This is an optimization exercise on Yosys and OpenROAD, whose aim is small area, a short achievable clock period and few clock cycles per item, not a production implementation.
RTL that was checked went through simulation tests only; none was proved equivalent to the original.
No activity file was given, so power comes from the tool's default toggle rates.

==> inputs of run a <==
// Processor
module Processor(clk , rst , imem_addr , imem_data , IR , Loaded , Stored , Out , valid) ;
	input clk ;
	input rst ;
	input [15:0] imem_data ;
	output [15:0] imem_addr ;
	output reg valid ;
	output reg [15:0] Out , Stored , Loaded ;
	output reg [15:0] IR ;
	localparam [255:0] RINIT = {
		16'h1984, 16'h3994, 16'h0CDE, 16'h1CBA, 16'h0102, 16'h1A32, 16'h0414, 16'h22DA,
		16'h1C86, 16'h22E0, 16'h0001, 16'h1C3A, 16'h00AA, 16'h0030, 16'h0020, 16'h0010 } ;
	localparam [255:0] MINIT = {
		16'h1984, 16'h0000, 16'h0CDE, 16'h0000, 16'h0102, 16'h1A32, 16'h0000, 16'h22DA,
		16'h0000, 16'h0000, 16'h0000, 16'h1C3A, 16'h00AA, 16'h0000, 16'h0020, 16'h0001 } ;
	reg [15:0] pc ;
	assign imem_addr = pc ;
	reg [255:0] rf ;    
	reg [255:0] dm ;    
	reg rst_q ;
	reg [15:0] IRd ;
	reg [3:0] d_rb ;      
	reg d_sub ;
	reg [15:0] ra_oh , rb_oh ;    
	reg vd ;
	always @(posedge clk) begin
		IRd <= imem_data ;
		d_rb <= (imem_data[15:12] == 4'd6) ? imem_data[11:8] : imem_data[3:0] ;
		d_sub <= (imem_data[15:12] == 4'd1) ;
		ra_oh <= 16'd1 << imem_data[7:4] ;
		rb_oh <= 16'd1 << ((imem_data[15:12] == 4'd6) ? imem_data[11:8] : imem_data[3:0]) ;
		rst_q <= rst ;
		if (rst) begin
			pc <= 16'd0 ;
			vd <= 1'b0 ;
		end else begin
  ...
Settings: LEC_CHECK=0, CAP_MARGIN=20, CORE_MARGIN=2, CORE_UTILIZATION=68, CTS_CLUSTER_DIAMETER=70, CTS_CLUSTER_SIZE=20, SETUP_SLACK_MARGIN=3.7, SLEW_MARGIN=20; clock period 6.0 ns.
run.sh (not shown) runs the stock make flow with config.mk's settings and CLKGATE_MAP_FILE= SYNTH_SCRIPT=/design/flow/synth_recipe.tcl, a recipe that flattens the netlist after the stock synthesis.
==> inputs of run b, as changes to run a <==
--- a/flow/config.mk
+++ b/flow/config.mk
@@ -8,7 +8,7 @@
 export CAP_MARGIN = 20
 export CORE_MARGIN = 2
-export CORE_UTILIZATION = 68
+export CORE_UTILIZATION = 65
 export CTS_CLUSTER_DIAMETER = 70
 export CTS_CLUSTER_SIZE = 20
-export SETUP_SLACK_MARGIN = 3.7
+export SETUP_SLACK_MARGIN = 3.6
 export SLEW_MARGIN = 20
==> summary of the runs <==
Run a ran to the end with no violations. Run b completed without violations. Critical path depth: run a is lower than run b (1). Global-route usage: run b is lower than run a (1.7 points). Maximum frequency: run b is smaller than run a (about 2%). Between run b and run a, the lower first-iteration DRC count is in run b (gap about 7%, measured against run a). Between run a and run b, the lower clock skew is in run a (gap 0.016 ns). Between run a and run b, the lower count of clock-buffer cells in the layout is in run b (gap 7). Synthesized cell count is the same in run b and run a. Clock power: run b is higher than run a (about 3%). Between run a and run b, the lower cell area is in run b (gap about 0.26%, measured against run b). Between run a and run b, the lower combinational power is in run b (gap about 7%, measured against run b).
Testbench counts of run a, summed over its fixed seeds: cycles 3,216, instrs 3,200.
Testbench counts of run b, summed over its fixed seeds: cycles 3,216, instrs 3,200.


==> trial 78: inputs <==
Another version of the RTL of Processor (not shown whole).
==> module Processor, before the edit <==
module Processor(clk , rst , imem_addr , imem_data , IR , Loaded , Stored , Out , valid) ;
	input clk ;
	input rst ;
	input [15:0] imem_data ;
	output [15:0] imem_addr ;
	output reg valid ;
	output reg [15:0] Out , Stored , Loaded ;
	output reg [15:0] IR ;
	localparam [255:0] RINIT = {
		16'h1984, 16'h3994, 16'h0CDE, 16'h1CBA, 16'h0102, 16'h1A32, 16'h0414, 16'h22DA,
		16'h1C86, 16'h22E0, 16'h0001, 16'h1C3A, 16'h00AA, 16'h0030, 16'h0020, 16'h0010 } ;
	localparam [255:0] MINIT = {
		16'h1984, 16'h0000, 16'h0CDE, 16'h0000, 16'h0102, 16'h1A32, 16'h0000, 16'h22DA,
		16'h0000, 16'h0000, 16'h0000, 16'h1C3A, 16'h00AA, 16'h0000, 16'h0020, 16'h0001 } ;
	reg [15:0] pc ;
	assign imem_addr = pc ;
	reg [255:0] rf ;    
	reg [255:0] dm ;    
	reg rst_q ;
	reg [15:0] IRd ;
	reg [3:0] d_rb ;      
	reg d_sub ;
	reg vd ;
	always @(posedge clk) begin
		IRd <= imem_data ;
		d_rb <= (imem_data[15:12] == 4'd6) ? imem_data[11:8] : imem_data[3:0] ;
		d_sub <= (imem_data[15:12] == 4'd1) ;
		rst_q <= rst ;
		if (rst) begin
			pc <= 16'd0 ;
			vd <= 1'b0 ;
		end else begin
			pc <= pc + 16'd1 ;
			vd <= 1'b1 ;
		end
	end
	wire [3:0] d_op  = IRd[15:12] ;
	wire [3:0] d_rs1 = IRd[7:4] ;
	wire d_and   = (d_op == 4'd2) ;
	wire d_or    = (d_op == 4'd3) ;
	wire d_xor   = (d_op == 4'd4) ;
	wire d_load  = (d_op == 4'd5) ;
	wire d_store = (d_op == 4'd6) ;
	wire d_sum   = !(d_and || d_or || d_xor || d_load || d_store) ;
	reg [15:0] A , Bx ;   
	reg [15:0] IRe ;
	reg ve ;
	reg c_sub , c_and , c_or , c_xor , c_ld , c_st , c_sum ;
	reg ww ;              
	reg [3:0] wrd ;
	wire [15:0] res ;     
	reg [15:0] Am ;       
	reg [15:0] wen ;      
	wire e_wr = ve && !c_st ;    
	wire fwa = e_wr && (IRe[11:8] == d_rs1) ;
	wire fwb = e_wr && (IRe[11:8] == d_rb) ;
	wire [15:0] rfa = (ww && wrd == d_rs1) ? Out : rf[{d_rs1, 4'b0} +: 16] ;
	wire [15:0] rfb = (ww && wrd == d_rb) ? Out : rf[{d_rb, 4'b0} +: 16] ;
	wire [15:0] nA , nBx ;
	always @(posedge clk) begin
		A <= nA ;
		Am <= 16'd1 << nA[3:0] ;
		wen <= {16{rst}} | ({16{e_wr}} & (16'd1 << IRe[11:8])) ;
		Bx <= nBx ;
		IRe <= IRd ;
		c_sub <= d_sub ;
		c_and <= d_and ;
		c_or <= d_or ;
		c_xor <= d_xor ;
		c_sum <= d_sum ;
		c_ld <= d_load && vd && !rst ;
		c_st <= d_store && vd && !rst ;
		ve <= vd && !rst ;
	end
	reg [15:0] mrd ;
	integer k ;
	always @* begin
		mrd = 16'd0 ;
		for (k = 0 ; k < 16 ; k = k + 1) mrd = mrd | ({16{Am[k]}} & dm[16*k +: 16]) ;
	end
	Alu alu (.A(A), .Bx(Bx), .c_sub(c_sub), .c_sum(c_sum), .c_and(c_and), .c_or(c_or), .c_xor(c_xor),
	         .c_ld(c_ld), .c_st(c_st), .mrd(mrd), .rfa(rfa), .rfb(rfb), .fwa(fwa), .fwb(fwb), .d_sub(d_sub),
	         .res(res), .nA(nA), .nBx(nBx)) ;
	wire [15:0] rf_wd_0 = Out & {16{~rst_q}} ;    
	wire [15:0] rf_wd_1 = Out | {16{rst_q}} ;     
	wire [15:0] dm_wd_0 = Bx & {16{~rst_q}} ;
	wire [15:0] dm_wd_1 = Bx | {16{rst_q}} ;
	genvar gi , gj ;
	generate
		for (gi = 0 ; gi < 16 ; gi = gi + 1) begin : row
			wire rf_en = wen[gi] ;
			wire dm_en = rst_q | (c_st && Am[gi]) ;
			for (gj = 0 ; gj < 16 ; gj = gj + 1) begin : col
				always @(posedge clk) begin
					if (rf_en) rf[16*gi + gj] <= RINIT[16*gi + gj] ? rf_wd_1[gj] : rf_wd_0[gj] ;
					if (dm_en) dm[16*gi + gj] <= MINIT[16*gi + gj] ? dm_wd_1[gj] : dm_wd_0[gj] ;
				end
			end
		end
	endgenerate
	always @(posedge clk) begin
		if (rst) begin
			valid <= 1'b0 ;
			ww <= 1'b0 ;
		end else begin
			valid <= ve ;
			ww <= e_wr ;
		end
		if (rst_q) begin
			Loaded <= 16'd0 ;
			Stored <= 16'd0 ;
		end else begin
			if (c_ld) Loaded <= mrd ;
			if (c_st) Stored <= Bx ;
		end
		wrd <= IRe[11:8] ;
		IR <= IRe ;
		Out <= res ;
	end
endmodule
==> module Alu, before the edit <==
module Alu(A , Bx , c_sub , c_sum , c_and , c_or , c_xor , c_ld , c_st , mrd , rfa , rfb , fwa , fwb , d_sub ,
           res , nA , nBx) ;
	input [15:0] A , Bx , mrd , rfa , rfb ;
	input c_sub , c_sum , c_and , c_or , c_xor , c_ld , c_st , fwa , fwb , d_sub ;
	output [15:0] res , nA , nBx ;
	wire [16:0] sum = {A, 1'b1} + {Bx, c_sub} ;    
	assign res = ({16{c_sum}} & sum[16:1]) | ({16{c_and}} & (A & Bx)) | ({16{c_or}} & (A | Bx)) |
	             ({16{c_xor}} & (A ^ Bx)) | ({16{c_ld}} & mrd) | ({16{c_st}} & Bx) ;
	assign nA = fwa ? res : rfa ;
	wire [15:0] opb = fwb ? res : rfb ;
	assign nBx = d_sub ? ~opb : opb ;
endmodule
export LEC_CHECK = 0
export CAP_MARGIN = 20
export CORE_MARGIN = 2
export CORE_UTILIZATION = 65
export CTS_CLUSTER_DIAMETER = 70
export CTS_CLUSTER_SIZE = 20
export SETUP_SLACK_MARGIN = 3.7
export SLEW_MARGIN = 20
export SYNTH_HIERARCHICAL = 1
export SYNTH_MINIMUM_KEEP_SIZE = 0
create_clock -name core_clock -period 6.0 [get_ports {clk}]
==> trial 38: changes against trial 78 <==
==> flow/design.v (replaced) <==
module Processor(clk , rst , imem_addr , imem_data , IR , Loaded , Stored , Out , valid) ;
	input clk ;
	input rst ;
	input [15:0] imem_data ;
	output [15:0] imem_addr ;
	output reg valid ;
	output reg [15:0] Out , Stored , Loaded ;
	output reg [15:0] IR ;
	localparam [255:0] RINIT = {
		16'h1984, 16'h3994, 16'h0CDE, 16'h1CBA, 16'h0102, 16'h1A32, 16'h0414, 16'h22DA,
		16'h1C86, 16'h22E0, 16'h0001, 16'h1C3A, 16'h00AA, 16'h0030, 16'h0020, 16'h0010 } ;
	localparam [255:0] MINIT = {
		16'h1984, 16'h0000, 16'h0CDE, 16'h0000, 16'h0102, 16'h1A32, 16'h0000, 16'h22DA,
		16'h0000, 16'h0000, 16'h0000, 16'h1C3A, 16'h00AA, 16'h0000, 16'h0020, 16'h0001 } ;
	reg [15:0] pc ;
	assign imem_addr = pc ;
	reg [255:0] rf ;    
	reg [255:0] dm ;    
	reg rst_q ;
	reg [15:0] IRd ;
	reg vd ;
	always @(posedge clk) begin
		IRd <= imem_data ;
		rst_q <= rst ;
		if (rst) begin
			pc <= 16'd0 ;
			vd <= 1'b0 ;
		end else begin
			pc <= pc + 16'd1 ;
			vd <= 1'b1 ;
		end
	end
	wire [3:0] d_op  = IRd[15:12] ;
	wire [3:0] d_rd  = IRd[11:8] ;
	wire [3:0] d_rs1 = IRd[7:4] ;
	wire [3:0] d_rs2 = IRd[3:0] ;
	wire d_sub   = (d_op == 4'd1) ;
	wire d_and   = (d_op == 4'd2) ;
	wire d_or    = (d_op == 4'd3) ;
	wire d_xor   = (d_op == 4'd4) ;
	wire d_load  = (d_op == 4'd5) ;
	wire d_store = (d_op == 4'd6) ;
	wire d_sum   = !(d_and || d_or || d_xor || d_load || d_store) ;
	wire [3:0] d_rb = d_store ? d_rd : d_rs2 ;
	reg [15:0] A , Bx ;   
	reg [15:0] IRe ;
	reg ve ;
	reg c_sub , c_and , c_or , c_xor , c_ld , c_st , c_sum ;
	reg fa ;              
	reg fbp , fbn ;       
	reg ww ;              
	reg [3:0] wrd ;
	wire e_wr = ve && !c_st ;    
	wire [15:0] rfa = (ww && wrd == d_rs1) ? Out : rf[{d_rs1, 4'b0} +: 16] ;
	wire [15:0] rfb = (ww && wrd == d_rb) ? Out : rf[{d_rb, 4'b0} +: 16] ;
	wire fwa = e_wr && (IRe[11:8] == d_rs1) ;
	wire fwb = e_wr && (IRe[11:8] == d_rb) ;
	always @(posedge clk) begin
		A <= rfa ;
		Bx <= d_sub ? ~rfb : rfb ;
		IRe <= IRd ;
		fa <= fwa ;
		fbp <= fwb && !d_sub ;
		fbn <= fwb && d_sub ;
		c_sub <= d_sub ;
		c_and <= d_and ;
		c_or <= d_or ;
		c_xor <= d_xor ;
		c_sum <= d_sum ;
		c_ld <= d_load && vd && !rst ;
		c_st <= d_store && vd && !rst ;
		ve <= vd && !rst ;
	end
	wire [15:0] a = fa ? Out : A ;
	wire [15:0] b = fbp ? Out : (fbn ? ~Out : Bx) ;    
	wire [15:0] sum = a + b + {15'd0, c_sub} ;
	wire [15:0] mrd = dm[{a[3:0], 4'b0} +: 16] ;
	wire [15:0] res = ({16{c_sum}} & sum) | ({16{c_and}} & (a & b)) | ({16{c_or}} & (a | b)) |
	                  ({16{c_xor}} & (a ^ b)) | ({16{c_ld}} & mrd) | ({16{c_st}} & b) ;
	wire [15:0] rf_wd_0 = Out & {16{~rst_q}} ;    
	wire [15:0] rf_wd_1 = Out | {16{rst_q}} ;     
	wire [15:0] dm_wd_0 = b & {16{~rst_q}} ;
	wire [15:0] dm_wd_1 = b | {16{rst_q}} ;
	genvar gi , gj ;
	generate
		for (gi = 0 ; gi < 16 ; gi = gi + 1) begin : row
			wire rf_en = rst_q | (ww && wrd == gi) ;
			wire dm_en = rst_q | (c_st && a[3:0] == gi) ;
			for (gj = 0 ; gj < 16 ; gj = gj + 1) begin : col
				always @(posedge clk) begin
					if (rf_en) rf[16*gi + gj] <= RINIT[16*gi + gj] ? rf_wd_1[gj] : rf_wd_0[gj] ;
					if (dm_en) dm[16*gi + gj] <= MINIT[16*gi + gj] ? dm_wd_1[gj] : dm_wd_0[gj] ;
				end
			end
		end
	endgenerate
	always @(posedge clk) begin
		if (rst) begin
			valid <= 1'b0 ;
			ww <= 1'b0 ;
		end else begin
			valid <= ve ;
			ww <= e_wr ;
		end
		if (rst_q) begin
			Loaded <= 16'd0 ;
			Stored <= 16'd0 ;
		end else begin
			if (c_ld) Loaded <= res ;
			if (c_st) Stored <= b ;
		end
		wrd <= IRe[11:8] ;
		IR <= IRe ;
		Out <= res ;
	end
endmodule
- ABC_CLOCK_PERIOD_IN_PS: default -> 2000
- CORE_UTILIZATION: 65 -> 50
- CTS_CLUSTER_DIAMETER: 70 -> default
- CTS_CLUSTER_SIZE: 20 -> default
- SETUP_SLACK_MARGIN: 3.7 -> 3.9
- SYNTH_HIERARCHICAL: 1 -> default
- SYNTH_MINIMUM_KEEP_SIZE: 0 -> default
==> qor summary <==
quantity	trial 78	trial 38
Die width	216.9 um	246.2 um
Clock group power	3.06 mW	4.44 mW
Max VDD drop	0.0002401 V	0.0002488 V
CP Depth	13	12
Initial detailed-routing violation count	2439	2893
Run status	no timing/DRC/antenna violations	no timing/DRC/antenna violations
Crit path to	Am[8]$_SDFF_PN0_	Loaded[13]$_SDFFE_PP0P_
Power in combinational cells	4.22 mW	4.47 mW
Number of post-CTS setup repair buffers	122	176
Mapped Avg Cell Area	15.25 um^2	14.40 um^2
Cell area after placement	31140 um^2	31710 um^2
Met2 usage in global routing	57.28%	49.08%
Flip-flop and latch share of the layout cell area	54.55%	48.11%
Initial Utilization	65.36%	50.76%
Per-cell routed wire length	30.32 um	31.08 um
Number of cells after detailed placement	2559	2819
Worst endpoint required time	6.52 ns	6.49 ns
Met1 global-route usage	46.85%	46.18%
Largest net degree at the start of global routing	61	65
Clock network fraction of design power	21.7%	29.1%
No run of this note included a check of the RTL's function; only the layout flow was run.

static timing again, ports no longer ideal:
The results above use ideal ports. As a check the final layouts listed here were re-extracted and re-timed, cells and wires unchanged. Step 1 sets driving cells, clkbuf_16 on the clock port and buf_2 on the other inputs (assumed; they add their load-dependent delay and slew). Step 2 moves the port delays by t, midway between the first and last clock arrival at a register: inputs arrive t later, outputs are due t later. That takes back most of the time a late clock gives input paths. a / b / c = no drivers / after step 1 / after step 2; a / b = the first two.
run	shift t [ns]	slack for setup (ns)	hold slack, ns	clock arrival spread, ns
run a	0.655	3.630 / 3.618 / 3.123	0.327 / 0.327 / 0.327	0.014 / 0.014
run b	0.652	3.584 / 3.560 / 3.059	0.322 / 0.322 / 0.322	0.032 / 0.032
trial 78	0.661	3.308 / 3.308 / 3.226	0.326 / 0.326 / 0.326	0.030 / 0.030
trial 38	0.673	2.950 / 2.950 / 2.950	0.322 / 0.322 / 0.322	0.023 / 0.023
After both steps setup and hold are still met in every run listed. For run b, which loses most, drivers alone change the setup slack by -0.024 ns; drivers and shift together by -0.525 ns.
